Context: an optimization exercise on an open-source flow, tuned for small area, a short achievable clock period and few clock cycles per item. The choices shown serve that exercise and are no tape-out recipe. For this run, only the layout was checked, not whether the RTL still works.

`config.mk`:
```
export PLATFORM = sky130hd
export DESIGN_NAME = CORDIC_sin_cos
export DESIGN_NICKNAME = CORDIC_sin_cos
export VERILOG_FILES = /design/flow/design.v
export SDC_FILE = /design/flow/constraint.sdc
export NUM_CORES = 4
export LEC_CHECK = 0
export CAP_MARGIN = 20
export CORE_MARGIN = 2
export CORE_UTILIZATION = 40
export SLEW_MARGIN = 20
```
`run.sh`:
```
#!/bin/bash
# synth_recipe.tcl (not shown) runs the flow's synth.tcl, then flattens the netlist and writes it again
# the make line also repeats each setting of config.mk as NAME=value (left out here)
make -C /OpenROAD-flow-scripts/flow DESIGN_CONFIG=/design/flow/config.mk WORK_HOME=/design/flow/orfs CLKGATE_MAP_FILE= SYNTH_SCRIPT=/design/flow/synth_recipe.tcl finish
```
`design.v`:
```
module CORDIC_LUT(N, value);
	input [3:0] N;
	output [29:0] value;
	wire [29:0] atan_LUT [0:15];
	assign atan_LUT[00] = 30'h12E4051D;  
	assign atan_LUT[01] = 30'h09FB385B;  
	assign atan_LUT[02] = 30'h051111D4;  
	assign atan_LUT[03] = 30'h028B0D43;  
	assign atan_LUT[04] = 30'h0145D7E1;  
	assign atan_LUT[05] = 30'h00A2F61E;  
	assign atan_LUT[06] = 30'h00517C55;  
	assign atan_LUT[07] = 30'h0028BE53;  
	assign atan_LUT[08] = 30'h00145F2E;  
	assign atan_LUT[09] = 30'h000A2F98;  
	assign atan_LUT[10] = 30'h000517CC;  
	assign atan_LUT[11] = 30'h00028BE6;  
	assign atan_LUT[12] = 30'h000145F3;  
	assign atan_LUT[13] = 30'h0000A2F9;  
	assign atan_LUT[14] = 30'h0000517D;  
	assign atan_LUT[15] = 30'h000028BE;  
	assign value = atan_LUT[N];
endmodule
module CORDIC_sin_cos (clock, rst, strobe_in, angle, strobe_out, cos, sin);
	input clock;
	input rst;
	input strobe_in;
	input [31:0] angle;
	output strobe_out;
	output [16:0] cos;
	output [16:0] sin;
	reg signed [15:0] X, Y;
	reg [29:0] Z;            
	reg [15:1] PC;            
	reg [3:0] C;                 
	reg busy, done, prev_strobe_in;
	wire start = strobe_in & ~prev_strobe_in;
	wire [29:0] atan;
	CORDIC_LUT lut(C, atan);
	wire signed [15:0] X1 = (angle[31] ^ angle[30]) ? -16'sd19429 : 16'sd19429;
	wire signed [15:0] Y1 = angle[31] ? -16'sd19429 : 16'sd19429;
	wire [29:0] Z1 = {{1{~angle[29]}}, angle[28:0]};
	wire g1 = PC[1] & (&Z[3:2]);
	wire r1 = (&Z[3:3]) & (PC[1] | Z[2]);
	wire g2 = PC[2] & (&Z[5:4]);
	wire r2 = (&Z[5:5]) & (PC[2] | Z[4]);
	wire g3 = PC[3] & (&Z[7:6]);
	wire r3 = (&Z[7:7]) & (PC[3] | Z[6]);
	wire g4 = PC[4] & (&Z[9:8]);
	wire r4 = (&Z[9:9]) & (PC[4] | Z[8]);
	wire g5 = PC[5] & (&Z[11:10]);
	wire r5 = (&Z[11:11]) & (PC[5] | Z[10]);
	wire g6 = PC[6] & (&Z[13:12]);
	wire r6 = (&Z[13:13]) & (PC[6] | Z[12]);
	wire g7 = PC[7] & (&Z[15:14]);
	wire r7 = (&Z[15:15]) & (PC[7] | Z[14]);
	wire g8 = PC[8] & (&Z[17:16]);
	wire r8 = (&Z[17:17]) & (PC[8] | Z[16]);
	wire g9 = PC[9] & (&Z[19:18]);
	wire r9 = (&Z[19:19]) & (PC[9] | Z[18]);
	wire g10 = PC[10] & (&Z[21:20]);
	wire r10 = (&Z[21:21]) & (PC[10] | Z[20]);
	wire g11 = PC[11] & (&Z[23:22]);
	wire r11 = (&Z[23:23]) & (PC[11] | Z[22]);
	wire g12 = PC[12] & (&Z[25:24]);
	wire r12 = (&Z[25:25]) & (PC[12] | Z[24]);
	wire g13 = PC[13] & (&Z[27:26]);
	wire r13 = (&Z[27:27]) & (PC[13] | Z[26]);
	wire g14 = PC[14] & (&Z[28:28]);
	wire r14 = 1'b1 & (PC[14] | Z[28]);
	wire la_g0 = g3 | (r3 & g2);
	wire la_r0 = r3 & r2;
	wire la_g1 = la_g0 | (la_r0 & g1);
	wire la_r1 = la_r0 & r1;
	wire la_g2 = g5 | (r5 & g4);
	wire la_r2 = r5 & r4;
	wire la_g3 = g7 | (r7 & g6);
	wire la_r3 = r7 & r6;
	wire la_g4 = la_g3 | (la_r3 & la_g2);
	wire la_r4 = la_r3 & la_r2;
	wire la_g5 = la_g4 | (la_r4 & la_g1);
	wire la_r5 = la_r4 & la_r1;
	wire la_g6 = g10 | (r10 & g9);
	wire la_r6 = r10 & r9;
	wire la_g7 = la_g6 | (la_r6 & g8);
	wire la_r7 = la_r6 & r8;
	wire la_g8 = g12 | (r12 & g11);
	wire la_r8 = r12 & r11;
	wire la_g9 = g14 | (r14 & g13);
	wire la_r9 = r14 & r13;
	wire la_g10 = la_g9 | (la_r9 & la_g8);
	wire la_r10 = la_r9 & la_r8;
	wire la_g11 = la_g10 | (la_r10 & la_g7);
	wire la_r11 = la_r10 & la_r7;
	wire la_g12 = la_g11 | (la_r11 & la_g5);
	wire la_r12 = la_r11 & la_r5;
	wire neg = Z[29] ^ PC[15] ^ la_g12;
	wire pos = ~neg;
	wire [29:0] K = atan ^ {30{pos}};
	wire [29:0] Zn;
	wire [16:0] co;
	RCA2 za0(Z[1:0], K[1:0], pos, Zn[1:0], co[1]);
	RCA2 za1(Z[3:2], K[3:2], PC[1], Zn[3:2], co[2]);
	RCA2 za2(Z[5:4], K[5:4], PC[2], Zn[5:4], co[3]);
	RCA2 za3(Z[7:6], K[7:6], PC[3], Zn[7:6], co[4]);
	RCA2 za4(Z[9:8], K[9:8], PC[4], Zn[9:8], co[5]);
	RCA2 za5(Z[11:10], K[11:10], PC[5], Zn[11:10], co[6]);
	RCA2 za6(Z[13:12], K[13:12], PC[6], Zn[13:12], co[7]);
	RCA2 za7(Z[15:14], K[15:14], PC[7], Zn[15:14], co[8]);
	RCA2 za8(Z[17:16], K[17:16], PC[8], Zn[17:16], co[9]);
	RCA2 za9(Z[19:18], K[19:18], PC[9], Zn[19:18], co[10]);
	RCA2 za10(Z[21:20], K[21:20], PC[10], Zn[21:20], co[11]);
	RCA2 za11(Z[23:22], K[23:22], PC[11], Zn[23:22], co[12]);
	RCA2 za12(Z[25:24], K[25:24], PC[12], Zn[25:24], co[13]);
	RCA2 za13(Z[27:26], K[27:26], PC[13], Zn[27:26], co[14]);
	RCA1 za14(Z[28:28], K[28:28], PC[14], Zn[28:28], co[15]);
	RCA1 za15(Z[29:29], K[29:29], PC[15], Zn[29:29], co[16]);
	wire signed [15:0] Xs = (X >>> 1) >>> C;
	wire signed [15:0] Ys = (Y >>> 1) >>> C;
	wire [15:0] Xn, Yn;
	ADD16 ax(X, Ys ^ {16{pos}}, pos, Xn);
	ADD16 ay(Y, Xs ^ {16{neg}}, neg, Yn);
	always @(posedge clock) begin
		prev_strobe_in <= strobe_in;
		if (rst) begin
			prev_strobe_in <= 1'b0;
			busy <= 1'b0;
			done <= 1'b0;
		end else begin
			done <= busy & (C == 4'd15);
			if (start)
				busy <= 1'b1;
			else if (C == 4'd15)
				busy <= 1'b0;
		end
	end
	always @(posedge clock) begin
		if (start) begin
			C <= 4'd0;
			X <= X1;
			Y <= Y1;
			Z <= Z1;
			PC <= 15'd0;
		end else begin
			C <= C + 4'd1;
			X <= Xn;
			Y <= Yn;
			Z <= Zn;
			PC <= co[15:1];
		end
	end
	assign cos = {X[15], X};
	assign sin = {Y[15], Y};
	assign strobe_out = done;
endmodule
module RCA1(a, b, ci, s, co);
	input [0:0] a, b;
	input ci;
	output [0:0] s;
	output co;
	wire [1:0] c;
	assign c[0] = ci;
	genvar i;
	generate for (i = 0; i < 1; i = i + 1) begin : bit_
		assign s[i] = a[i] ^ b[i] ^ c[i];
		assign c[i+1] = (a[i] & b[i]) | (a[i] & c[i]) | (b[i] & c[i]);
	end endgenerate
	assign co = c[1];
endmodule
module RCA2(a, b, ci, s, co);
	input [1:0] a, b;
	input ci;
	output [1:0] s;
	output co;
	wire [2:0] c;
	assign c[0] = ci;
	genvar i;
	generate for (i = 0; i < 2; i = i + 1) begin : bit_
		assign s[i] = a[i] ^ b[i] ^ c[i];
		assign c[i+1] = (a[i] & b[i]) | (a[i] & c[i]) | (b[i] & c[i]);
	end endgenerate
	assign co = c[2];
endmodule
module ADD16(input [15:0] a, b, input ci, output [15:0] s);
wire [16:0] g0 = {a & b, ci};
wire [16:0] p0 = {a ^ b, 1'b0};
wire gg0 = g0[1] | (p0[1] & g0[0]);
wire pp0 = p0[1] & p0[0];
wire gg1 = g0[3] | (p0[3] & g0[2]);
wire pp1 = p0[3] & p0[2];
wire gg2 = g0[5] | (p0[5] & g0[4]);
wire pp2 = p0[5] & p0[4];
wire gg3 = g0[7] | (p0[7] & g0[6]);
wire pp3 = p0[7] & p0[6];
wire gg4 = g0[9] | (p0[9] & g0[8]);
wire pp4 = p0[9] & p0[8];
wire gg5 = g0[11] | (p0[11] & g0[10]);
wire pp5 = p0[11] & p0[10];
wire gg6 = g0[13] | (p0[13] & g0[12]);
wire pp6 = p0[13] & p0[12];
wire gg7 = g0[15] | (p0[15] & g0[14]);
wire pp7 = p0[15] & p0[14];
wire gg8 = gg1 | (pp1 & gg0);
wire pp8 = pp1 & pp0;
wire gg9 = gg3 | (pp3 & gg2);
wire pp9 = pp3 & pp2;
wire gg10 = gg5 | (pp5 & gg4);
wire pp10 = pp5 & pp4;
wire gg11 = gg7 | (pp7 & gg6);
wire pp11 = pp7 & pp6;
wire gg12 = gg9 | (pp9 & gg8);
wire pp12 = pp9 & pp8;
wire gg13 = gg11 | (pp11 & gg10);
wire pp13 = pp11 & pp10;
wire gg14 = gg13 | (pp13 & gg12);
wire pp14 = pp13 & pp12;
wire gg15 = gg10 | (pp10 & gg12);
wire pp15 = pp10 & pp12;
wire gg16 = gg2 | (pp2 & gg8);
wire pp16 = pp2 & pp8;
wire gg17 = gg4 | (pp4 & gg12);
wire pp17 = pp4 & pp12;
wire gg18 = gg6 | (pp6 & gg15);
wire pp18 = pp6 & pp15;
wire gg19 = g0[2] | (p0[2] & gg0);
wire pp19 = p0[2] & pp0;
wire gg20 = g0[4] | (p0[4] & gg8);
wire pp20 = p0[4] & pp8;
wire gg21 = g0[6] | (p0[6] & gg16);
wire pp21 = p0[6] & pp16;
wire gg22 = g0[8] | (p0[8] & gg12);
wire pp22 = p0[8] & pp12;
wire gg23 = g0[10] | (p0[10] & gg17);
wire pp23 = p0[10] & pp17;
wire gg24 = g0[12] | (p0[12] & gg15);
wire pp24 = p0[12] & pp15;
wire gg25 = g0[14] | (p0[14] & gg18);
wire pp25 = p0[14] & pp18;
wire gg26 = g0[16] | (p0[16] & gg14);
wire pp26 = p0[16] & pp14;
wire [15:0] cc = {gg14, gg25, gg18, gg24, gg15, gg23, gg17, gg22, gg12, gg21, gg16, gg20, gg8, gg19, gg0, g0[0]};
assign s = a ^ b ^ cc;
endmodule
```
`constraint.sdc`:
```
create_clock -name core_clock -period 6.5 [get_ports {clock}]
set_input_delay 1.3000 -clock core_clock [delete_from_list [all_inputs] [get_ports {clock}]]
set_output_delay 1.3000 -clock core_clock [all_outputs]
set_load 0.01 [all_outputs]
```
==> flow_summary.json <==
{
  "critPathSlowestCell": "ha_1",
  "grt_max_degree": 53,
  "drt_drc_violations_left": 0,
  "post-route-min-period_ps": 4780,
  "yosysTopAreaCellShare": 0.239,
  "cts_setup_buffers": 0,
  "yosysWarnings": 2,
  "fin_nets": 954,
  "dr.pass1.iters": 5,
  "regArea_um2": 1680,
  "path_buf_inv": 0,
  "setup.worst_path.end_class": "register",
  "yosys-top-cells-area": "dfxtp_1 24%, fa_1 12%, nand2_1 6.3%",
  "grt_pass1_wl_mm": 29.0,
  "path_cells": "o211ai_1 > o21ai_0 > a32oi_1 > nand3_1 > a21oi_2 > xnor2_4 > xnor2_1 > ha_1 > and4_1 > nand3_1 > nor2_2 > a2111oi_4 > o21ba_2 > a311oi_2 > o21a_1 > nor2_1 > o21ba_2 > fa_1 > xor2_1 > o21ai_0",
  "syn_to_final_growth_pct": 15.9,
  "clk_pin_slew_ps": 70,
  "dpl_cell_area_um2": 7870,
  "ctsHoldBuffers": 0,
  "final_cells": 1076,
  "post_cts_resized": 0,
  "dpl.cell_count": 1059,
  "vias": 5642,
  "dp_hpwl_mm": 13.1,
  "die_area_um2": 18700,
  "status": "timing/DRC/antenna clean",
  "finalSetupTns_ps": 0,
  "rsz0062_at_grt": "no",
  "clock_path_buffers": 2,
  "insertion_delay_ps": 350,
  "ctsHtreeMaxLevel": 3,
  "io_pins": 70,
  "ys_types": 61,
  "synth_nets": 919,
  "worst-path-max-fanout": 12,
  "yosys.area.top_type": "dfxtp_1",
  "grtUsageTotal": 0.199,
  "hp-class": "register to register",
  "clock-sinks": 84,
  "met3_usage": 0.0393,
  "fillers": 1692,
  "finalSetupViolCount": 0,
  "initial_utilization": 0.408,
  "ys_seq_area_frac": 0.239,
  "drive_above_1_share": 0.0906,
  "cp.required_ps": 6770,
  "routabilityCongestion": 0.875,
  "fp.dieH_um": 137,
  "core_um2": 17200,
  "wire_per_inst_um": 16.2,
  "gr-usage-met1": 0.298,
  "ys_ff_latch": 84,
  "grtUsageMet2": 0.286,
  "clockRootBuffer": "clkbuf_16",
  "antenna_found_initial": 0,
  "path_class": "register to register",
  "fmax_mhz": 209,
  "crit_family": "compound AO/OA/AOI/OAI gates",
  "multi_input_area_um2": 5000,
  "vias_per_cell": 5.24,
  "hold_viol": 0,
  "top_usage_layer": "met1",
  "fin_hold_ws_ps": 471,
  "row_count": 48,
  "die_w_um": 137,
  "slowest_delay_ps": 400,
  "avgSynthCellArea_um2": 8.68,
  "ant_nets": 0,
  "syn_area_um2": 7030,
  "skew_ps": 8.01,
  "fin_crit_sh": 0.735,
  "cts_tree": "built",
  "cts_buffers": 9,
  "grt_overflow_total": 0,
  "synth_cells": 810,
  "start_kind": "register",
  "synthFlopType": "dfxtp_1",
  "slew_viol_final": 0,
  "worst_pin_slew_ps": 1030,
  "port_buffers": 69,
  "cap_violations": 0,
  "routed_wl_mm": 17.4,
  "synth_async_sr_flop_share": 0,
  "relSlewSlack": 0.316,
  "first_iter_violations": 433,
  "grt_pass1_vias": 5411,
  "final_area_um2": 8150,
  "synth-edff-count": 0,
  "worstPathArrival_ps": 5050
}
state kept, by name (all words and copies together) (netlist names):
register	flops
C	4
PC	15
Z	30
X	16
done	1
Y	16
busy	1
prev_strobe_in	1
metal layers:
layer,share of wire,up-vias
li1,-,2821
met1,0.51,2672
met2,0.42,128
met3,0.046,21
met4,0.017,0
met5,0,-
worst paths after layout:
| kind | slack [ps] | to | start | cells past startpoint |
|---|---|---|---|---|
| min reg2reg | 470 | done | busy | 2 |
| max | 1720 | Y[14] | Z[10] | 20 |
| min | 470 | done | busy | 2 |
| max reg2reg | 1720 | Y[14] | Z[10] | 20 |
layout make-up:
type                            count  area share
Sequential cell                    84       0.207
Timing Repair Buffer               78      0.0954
Inverter                           32      0.0147
Clock inverter                      6     0.00583
Antenna cell                        1    0.000307
Clock buffer                       10      0.0293
Multi-Input combinational cell    640       0.613
Tap cell                          225      0.0345
worst reg2reg max path: cells and delay by family, from the launching register on:
kind / cells / cell delay, ps
flops: 1 / 340
compound gates: 10 / 2160
xor+xnor: 3 / 650
simple gates: 5 / 790
fa+ha+maj: 2 / 790
logic make-up (layout without fill, tap and decap cells):
| logic type | Yosys count | after routing | share of synthesized area |
|---|---|---|---|
| flip-flops | 84 | 84 | 0.239 |
| buffers and inverters | 86 | 126 | 0.0530 |
| AO/OA/AOI/OAI | 163 | 163 | 0.146 |
| adder cells (fa/ha/maj) | 74 | 74 | 0.176 |
| XOR/XNOR | 81 | 81 | 0.102 |
| multiplexers | 59 | 59 | 0.114 |
| other | 0 | 1 | 0 |
| AND/OR/NAND/NOR | 263 | 263 | 0.170 |
cells in the mapped netlist (all sizes together) (13+ instances only):
cell type,count
mux2i,25
xnor2,43
nand2,118
a21oi,58
o21ai,42
xor2,38
mux2,20
nor2,65
dfxtp,84
inv,32
nor2b,13
fa,42
buf,20
clkbuf,34
ha,32
mux4,14
and2,22
per-stage QoR:
| stage | util | worst slack (ps) |
|---|---|---|
| floorplan | - | 1930 |
| detailed placement | 0.456 | 1780 |
| CTS | 0.473 | 1740 |
| finish | 0.473 | 1720 |
| global route | 0.473 | 1200 |
| global placement | 0.455 | 1410 |
placed cells by master (no fill, tap or decap), types with 7 or more instances in the layout:
master	synthesis	layout
mux2i_1	24	24
o211ai_1	7	7
mux2_2	16	16
a211oi_1	8	8
inv_1	32	32
xnor2_1	42	42
nand2_1	118	118
and2_1	21	21
a21oi_1	57	57
clkbuf_16	0	9
fa_1	42	42
ha_1	32	32
dfxtp_1	84	82
nor2b_1	13	12
nand3_1	11	11
nand4_1	7	7
buf_4	2	8
o21ai_0	38	38
xor2_1	38	38
mux4_2	14	14
nor2_1	64	64
a21o_1	12	12
clkdlybuf4s50_1	0	69

separate check: timing with driven ports:
The flow's constraints put no driver on any port. The routed layout listed below was extracted and timed again, unchanged, in two steps. Step 1 (the two cells are an assumption about what drives the block):
set clk [get_ports {clock}]
set_driving_cell -lib_cell sky130_fd_sc_hd__clkbuf_16 $clk
set_driving_cell -lib_cell sky130_fd_sc_hd__buf_2 [delete_from_list [all_inputs] $clk]
Step 2 moves the port delays by t, midway between the first and last clock arrival at a register: inputs arrive t later, outputs are due t later. That takes back most of the time a late clock gives input paths. a / b / c = ideal ports / drivers / drivers and shift; a / b = the first two.
t (ns): 0.395
slack for setup (ns): 1.720 / 1.720 / 1.720
worst setup path at the end: register to register
worst register clock-pin slew, ns: 0.07 / 0.07
worst slew at a driven data input, ns: 0.04
After both steps setup and hold are still met in this run. For this run, drivers alone change the setup slack by 0.000 ns; drivers and shift together by 0.000 ns.
